What follows belongs to an exercise in optimizing a design on an open flow for small area; a production flow would make more cautious choices.
The RTL was checked by simulation tests, not by an equivalence proof against the original design.
Power and IR drop assume default switching activity. The flow treats the clock pin as an ideal source, which a real chip does not have.

==> flow/design.v (excerpt) <==
module adc16_top(
 	input                  CLK,
    input                  RESET_n,
	input                  RX1,
	output                 TX1,
    input   wire           CLKOUT_U10_n,
    input   wire           CLKOUT_U11_n,
    input   wire           CLKOUT_U12_n,
    input   wire           CLKOUT_U13_n,
    input   wire           CLKOUT_U14_n,
    input   wire           CLKOUT_U15_n,
    input   wire           CLKOUT_U16_n,
    input   wire           CLKOUT_U17_n,
    input   wire           CLKOUT_U18_n,
    input   wire           CLKOUT_U19_n,
    input   wire           CLKOUT_U20_n,
    input   wire           CLKOUT_U21_n,
    input   wire           CLKOUT_U22_n,
    input   wire           CLKOUT_U23_n,
    input   wire           CLKOUT_U24_n,
    input   wire           CLKOUT_U25_n,
    input   wire           CLKOUT_U10_p,
    input   wire           CLKOUT_U11_p,
    input   wire           CLKOUT_U12_p,
    input   wire           CLKOUT_U13_p,
    input   wire           CLKOUT_U14_p,
    input   wire           CLKOUT_U15_p,
    input   wire           CLKOUT_U16_p,
    input   wire           CLKOUT_U17_p,
    input   wire           CLKOUT_U18_p,
    input   wire           CLKOUT_U19_p,
    input   wire           CLKOUT_U20_p,
    input   wire           CLKOUT_U21_p,
    input   wire           CLKOUT_U22_p,
    input   wire           CLKOUT_U23_p,
    input   wire           CLKOUT_U24_p,
    input   wire           CLKOUT_U25_p,
    input   wire  [15:0]   DATA_IN_U10,
    input   wire  [15:0]   DATA_IN_U11,
    input   wire  [15:0]   DATA_IN_U12,
    input   wire  [15:0]   DATA_IN_U13,
    input   wire  [15:0]   DATA_IN_U14,
    input   wire  [15:0]   DATA_IN_U15,
    input   wire  [15:0]   DATA_IN_U16,
    input   wire  [15:0]   DATA_IN_U17,
    input   wire  [15:0]   DATA_IN_U18,
    input   wire  [15:0]   DATA_IN_U19,
    input   wire  [15:0]   DATA_IN_U20,
    input   wire  [15:0]   DATA_IN_U21,
    input   wire  [15:0]   DATA_IN_U22,
    input   wire  [15:0]   DATA_IN_U23,
    input   wire  [15:0]   DATA_IN_U24,
    input   wire  [15:0]   DATA_IN_U25
	);
    wire          [15:0]   DATA_OUT_U10;
    wire          [15:0]   DATA_OUT_U11;
    wire          [15:0]   DATA_OUT_U12;
    wire          [15:0]   DATA_OUT_U13;
  ...
Size in the first run: about 910 cells after synthesis, roughly 570 flip-flops, about 290 I/O pins, about 20000 µm² of cells after synthesis.
Settings: LEC_CHECK=0, CAP_MARGIN=0, CORE_MARGIN=2, CORE_UTILIZATION=40, SLEW_MARGIN=0; clock period 20.0 ns.
standard.sh (not shown) runs the stock make flow with config.mk's settings and CLKGATE_MAP_FILE= SYNTH_SCRIPT=/design/flow/synth_recipe.tcl, a recipe that flattens the netlist after the stock synthesis.
==> flow/flow/run.sh <==
#!/bin/bash
set -euo pipefail
bash standard.sh \
  "BUFFER_PORTS_ARGS=-buffer_cell sky130_fd_sc_hd__buf_1" \
  "CTS_ARGS=-sink_clustering_enable -repair_clock_nets -sink_clustering_size 30 -sink_clustering_max_diameter 200 -dont_use_dummy_load" \
  finish > standard.log 2>&1
The first run went through all stages and came out clean.
Edit:
--- a/flow/flow/run.sh
+++ b/flow/flow/run.sh
@@ -1,0 +2,4 @@
+# The standard layout (standard.sh) with three changes:
+#  - synthesis maps the combinational logic with an area-oriented ABC script;
+#  - port buffers are sky130_fd_sc_hd__buf_1 instead of the default cell;
+#  - clock-tree sinks are clustered into groups of up to 30, without dummy loads.
@@ -2,0 +7,3 @@
+W=$PWD
+export CUSTOM_ABC_SCRIPT=$W/flow/abc_area.script
+export FLOW_SYNTH_TCL=$W/synth_recipe.tcl
@@ -3,0 +11 @@
+  "SYNTH_SCRIPT=$W/flow/synth.tcl" \
==> flow/flow/abc_area.script (new file) <==
strash
&get -n
&st
&syn2
&dch
&put
amap -m
==> flow/flow/synth.tcl (new file) <==
# The standard synthesis (synth_recipe.tcl), with Yosys's abc pass given
# an area-oriented ABC script (abc_area.script beside this file) in place of
# ORFS's speed script. Only the combinational mapping changes: the flip-flops
# are mapped by dfflibmap before abc runs, exactly as in the standard flow.
proc abc {args} {
  set i [lsearch -exact $args -script]
  if {$i >= 0} { lset args [expr {$i + 1}] $::env(CUSTOM_ABC_SCRIPT) }
  yosys abc {*}$args
}
source $::env(FLOW_SYNTH_TCL)
Settings changed: CORE_UTILIZATION 40 to 65, PLACE_DENSITY set to 0.75.
Effect:
- The new run passed the timing, DRC and antenna checks
- final area goes down by 3.3%
- worst setup slack loses 68 ps
- die area goes down by 40%
- wire length goes up by 1.2%
- via count goes up by 15%
- cell count goes down by 10%
- core utilization goes up by 28 points
- fmax goes down by 1.3%
- combinational power goes up by 17%
Edit:
--- a/flow/flow/run.sh
+++ b/flow/flow/run.sh
@@ -13 +13 @@
-  "CTS_ARGS=-sink_clustering_enable -repair_clock_nets -sink_clustering_size 30 -sink_clustering_max_diameter 200 -dont_use_dummy_load" \
+  "CTS_ARGS=-sink_clustering_enable -repair_clock_nets -sink_clustering_size 40 -sink_clustering_max_diameter 60 -dont_use_dummy_load" \
Settings changed: CORE_UTILIZATION 65 to 40, PLACE_DENSITY 0.75 to unset.
The changed run finished clean.
Clock power rose by a quarter to a third.
Utilization fell by 27 points.
Cell area goes up by a few percent.
Edit:
==> flow/flow/run.sh (replaced) <==
#!/bin/bash
set -euo pipefail
bash standard.sh \
  "BUFFER_PORTS_ARGS=-buffer_cell sky130_fd_sc_hd__buf_1" \
  "CTS_ARGS=-sink_clustering_enable -repair_clock_nets -sink_clustering_size 30 -sink_clustering_max_diameter 200 -dont_use_dummy_load" \
  finish > standard.log 2>&1
Settings changed: CAP_MARGIN 0 to 20, SLEW_MARGIN 0 to 20.
removed: flow/flow/abc_area.script
removed: flow/flow/synth.tcl
Outcome: The new run completed with no timing, DRC or antenna violations. Setup slack improved by 180 ps. Synthesized cell count falls by 5.7%. Die area climbs by 3.1%. Register-to-register slack is better by 290 ps. Non-clock buffer count goes down by 3. Total power falls by 7.9%. Final cell count goes down by 2.8%. Sequential power hardly moves. Core utilization came out lower by 1.1 points. Final area rose by 0.31%. Wire length went down by 10%.

* * *

Another version of the RTL of adc16_top (not shown whole).
Size: about 1000 cells after synthesis.
export LEC_CHECK = 0
export CAP_MARGIN = 0
export CORE_MARGIN = 2
export CORE_UTILIZATION = 65
export PLACE_DENSITY = 0.75
export SLEW_MARGIN = 0
create_clock -name core_clock -period 20.0 [get_ports {CLK}]
==> flow/flow/run.sh <==
#!/bin/bash
# The standard layout (standard.sh) with three changes:
#  - synthesis maps the combinational logic with an area-oriented ABC script;
#  - port buffers are sky130_fd_sc_hd__buf_1 instead of the default cell;
#  - clock-tree sinks are clustered into groups of up to 34, without dummy loads.
set -euo pipefail
W=$PWD
export CUSTOM_ABC_SCRIPT=$W/flow/abc_area.script
export FLOW_SYNTH_TCL=$W/synth_recipe.tcl
bash standard.sh \
  "SYNTH_SCRIPT=$W/flow/synth.tcl" \
  "BUFFER_PORTS_ARGS=-buffer_cell sky130_fd_sc_hd__buf_1" \
  "CTS_ARGS=-sink_clustering_enable -repair_clock_nets -sink_clustering_size 36 -sink_clustering_max_diameter 200 -dont_use_dummy_load" \
  finish > standard.log 2>&1
==> flow/flow/abc_area.script <==
strash
&get -n
&st
&syn2
&dch
&put
amap -m
==> flow/flow/synth.tcl <==
# The standard synthesis (synth_recipe.tcl), with Yosys's abc pass given
# an area-oriented ABC script (abc_area.script beside this file) in place of
# ORFS's speed script. Only the combinational mapping changes: the flip-flops
# are mapped by dfflibmap before abc runs, exactly as in the standard flow.
proc abc {args} {
  set i [lsearch -exact $args -script]
  if {$i >= 0} { lset args [expr {$i + 1}] $::env(CUSTOM_ABC_SCRIPT) }
  yosys abc {*}$args
}
source $::env(FLOW_SYNTH_TCL)
The baseline passed the timing, DRC and antenna checks.
Then changed:
--- a/flow/flow/run.sh
+++ b/flow/flow/run.sh
@@ -5 +5,2 @@
-#  - clock-tree sinks are clustered into groups of up to 34, without dummy loads.
+#  - clock-tree sinks are clustered into groups of up to 34, each driven by a
+#    clkbuf_16, with clkbuf_4 above them, and without dummy loads.
@@ -9,0 +11 @@
+for step in GLOBAL_PLACE RESIZE CTS GLOBAL_ROUTE; do export PRE_${step}_TCL=$W/flow/small_buffers.tcl; done
@@ -13 +15 @@
-  "CTS_ARGS=-sink_clustering_enable -repair_clock_nets -sink_clustering_size 36 -sink_clustering_max_diameter 200 -dont_use_dummy_load" \
+  "CTS_ARGS=-sink_clustering_enable -repair_clock_nets -sink_clustering_size 34 -sink_clustering_max_diameter 200 -root_buf sky130_fd_sc_hd__clkbuf_4 -tree_buf sky130_fd_sc_hd__clkbuf_4 -sink_clustering_buffer sky130_fd_sc_hd__clkbuf_16 -dont_use_dummy_load" \
==> flow/flow/small_buffers.tcl (new file) <==
# Keep the resizer's repair buffers small: bar the larger plain buffers.
set_dont_use [get_lib_cells {sky130_fd_sc_hd__buf_4 sky130_fd_sc_hd__buf_6 sky130_fd_sc_hd__buf_8 sky130_fd_sc_hd__buf_12 sky130_fd_sc_hd__buf_16 sky130_fd_sc_hd__bufbuf_8 sky130_fd_sc_hd__bufbuf_16}]
Effect: Combinational power is about the same. Sequential share of layout area is about the same. Wire length increases slightly. Setup slack degrades by 0.14 ns.
Then changed:
==> flow/flow/run.sh (replaced) <==
#!/bin/bash
# The standard layout (standard.sh) with three changes:
#  - synthesis maps the combinational logic with an area-oriented ABC script;
#  - port buffers are sky130_fd_sc_hd__buf_1 instead of the default cell;
#  - clock-tree sinks are clustered into groups of up to 34, without dummy loads.
set -euo pipefail
W=$PWD
export CUSTOM_ABC_SCRIPT=$W/flow/abc_area.script
export FLOW_SYNTH_TCL=$W/synth_recipe.tcl
bash standard.sh \
  "SYNTH_SCRIPT=$W/flow/synth.tcl" \
  "BUFFER_PORTS_ARGS=-buffer_cell sky130_fd_sc_hd__buf_1" \
  "CTS_ARGS=-sink_clustering_enable -repair_clock_nets -sink_clustering_size 34 -sink_clustering_max_diameter 200 -dont_use_dummy_load" \
  finish > standard.log 2>&1
removed: flow/flow/small_buffers.tcl
Result: The new run finished clean; register-to-register slack is worse by 0.19 ns; utilization is higher by 0.16 points; critical path depth is unchanged; wire length is lower by 1.2%; final area barely changes; via count is lower by 1.5%; area after synthesis is unchanged; power is higher by 1.2%; non-clock buffer count is lower by 5.
Then changed:
--- a/flow/flow/run.sh
+++ b/flow/flow/run.sh
@@ -5 +5,2 @@
-#  - clock-tree sinks are clustered into groups of up to 34, without dummy loads.
+#  - clock-tree sinks are clustered into groups of up to 34, each driven by a
+#    clkbuf_16, with clkbuf_4 above them, and without dummy loads.
@@ -13 +14 @@
-  "CTS_ARGS=-sink_clustering_enable -repair_clock_nets -sink_clustering_size 34 -sink_clustering_max_diameter 200 -dont_use_dummy_load" \
+  "CTS_ARGS=-sink_clustering_enable -repair_clock_nets -sink_clustering_size 34 -sink_clustering_max_diameter 200 -root_buf sky130_fd_sc_hd__clkbuf_4 -tree_buf sky130_fd_sc_hd__clkbuf_4 -sink_clustering_buffer sky130_fd_sc_hd__clkbuf_16 -dont_use_dummy_load" \
Outcome: Global-route usage is about the same. Worst hold slack is about the same. Clock power goes down by 5.1%. Flip-flop and latch count is unchanged. Routed wire length is about the same. Critical path depth does not change. Register-to-register slack stays flat. Core utilization goes down by 0.20 points. Total power goes down by about 1%. Non-clock buffer count is unchanged.
Then changed:
--- a/flow/flow/run.sh
+++ b/flow/flow/run.sh
@@ -5,2 +5 @@
-#  - clock-tree sinks are clustered into groups of up to 34, each driven by a
-#    clkbuf_16, with clkbuf_4 above them, and without dummy loads.
+#  - clock-tree sinks are clustered into groups of up to 34, without dummy loads.
After rerunning: Worst hold slack is unchanged. Via count stays the same. Clock power is about the same. Sequential power hardly moves. Routed wire length does not change. Sequential share of layout area stays the same. Cell count stays the same. Area after synthesis does not change. Non-clock buffer count does not change.

## re-timing with driven ports
The flow's constraints put no driver on any port. The routed layouts listed below were extracted and timed again, unchanged, in two steps. Step 1 sets driving cells, clkbuf_16 on the clock port and buf_2 on the other inputs (assumed; they add their load-dependent delay and slew). Step 2, shift: input delay + t, output delay - t, t = (earliest + latest rising clock arrival at the registers) / 2. This alone moves slack from input paths to output paths. Slacks: no drivers / after step 1 / after step 2; pairs: no drivers / after step 1.
| run | shift t [ns] | slack for setup (ns) | worst register clock-pin slew, ns | cell pins on the clock port's net |
|---|---|---|---|---|
| the first run of note 1 | 0.607 | 14.668 / 14.616 / 14.658 | 0.12 / 0.12 | 1 |
| the second run of note 1 | 0.595 | 14.600 / 14.628 / 14.034 | 0.11 / 0.11 | 1 |
| the third run of note 1 | 0.591 | 14.490 / 14.520 / 13.929 | 0.10 / 0.10 | 1 |
| the fourth run of note 1 | 0.609 | 14.672 / 14.619 / 14.634 | 0.12 / 0.12 | 1 |
| the first run of note 2 | 0.579 | 13.602 / 13.628 / 13.050 | 0.12 / 0.12 | 1 |
| the second run of note 2 | 0.803 | 13.466 / 13.484 / 12.681 | 0.12 / 0.12 | 1 |
| the third run of note 2 | 0.578 | 13.626 / 13.653 / 13.075 | 0.12 / 0.12 | 1 |
| the fourth run of note 2 | 0.807 | 13.841 / 13.863 / 13.056 | 0.12 / 0.12 | 1 |
| the fifth run of note 2 | 0.807 | 13.841 / 13.863 / 13.056 | 0.12 / 0.12 | 1 |
After both steps every run listed still meets setup and hold.
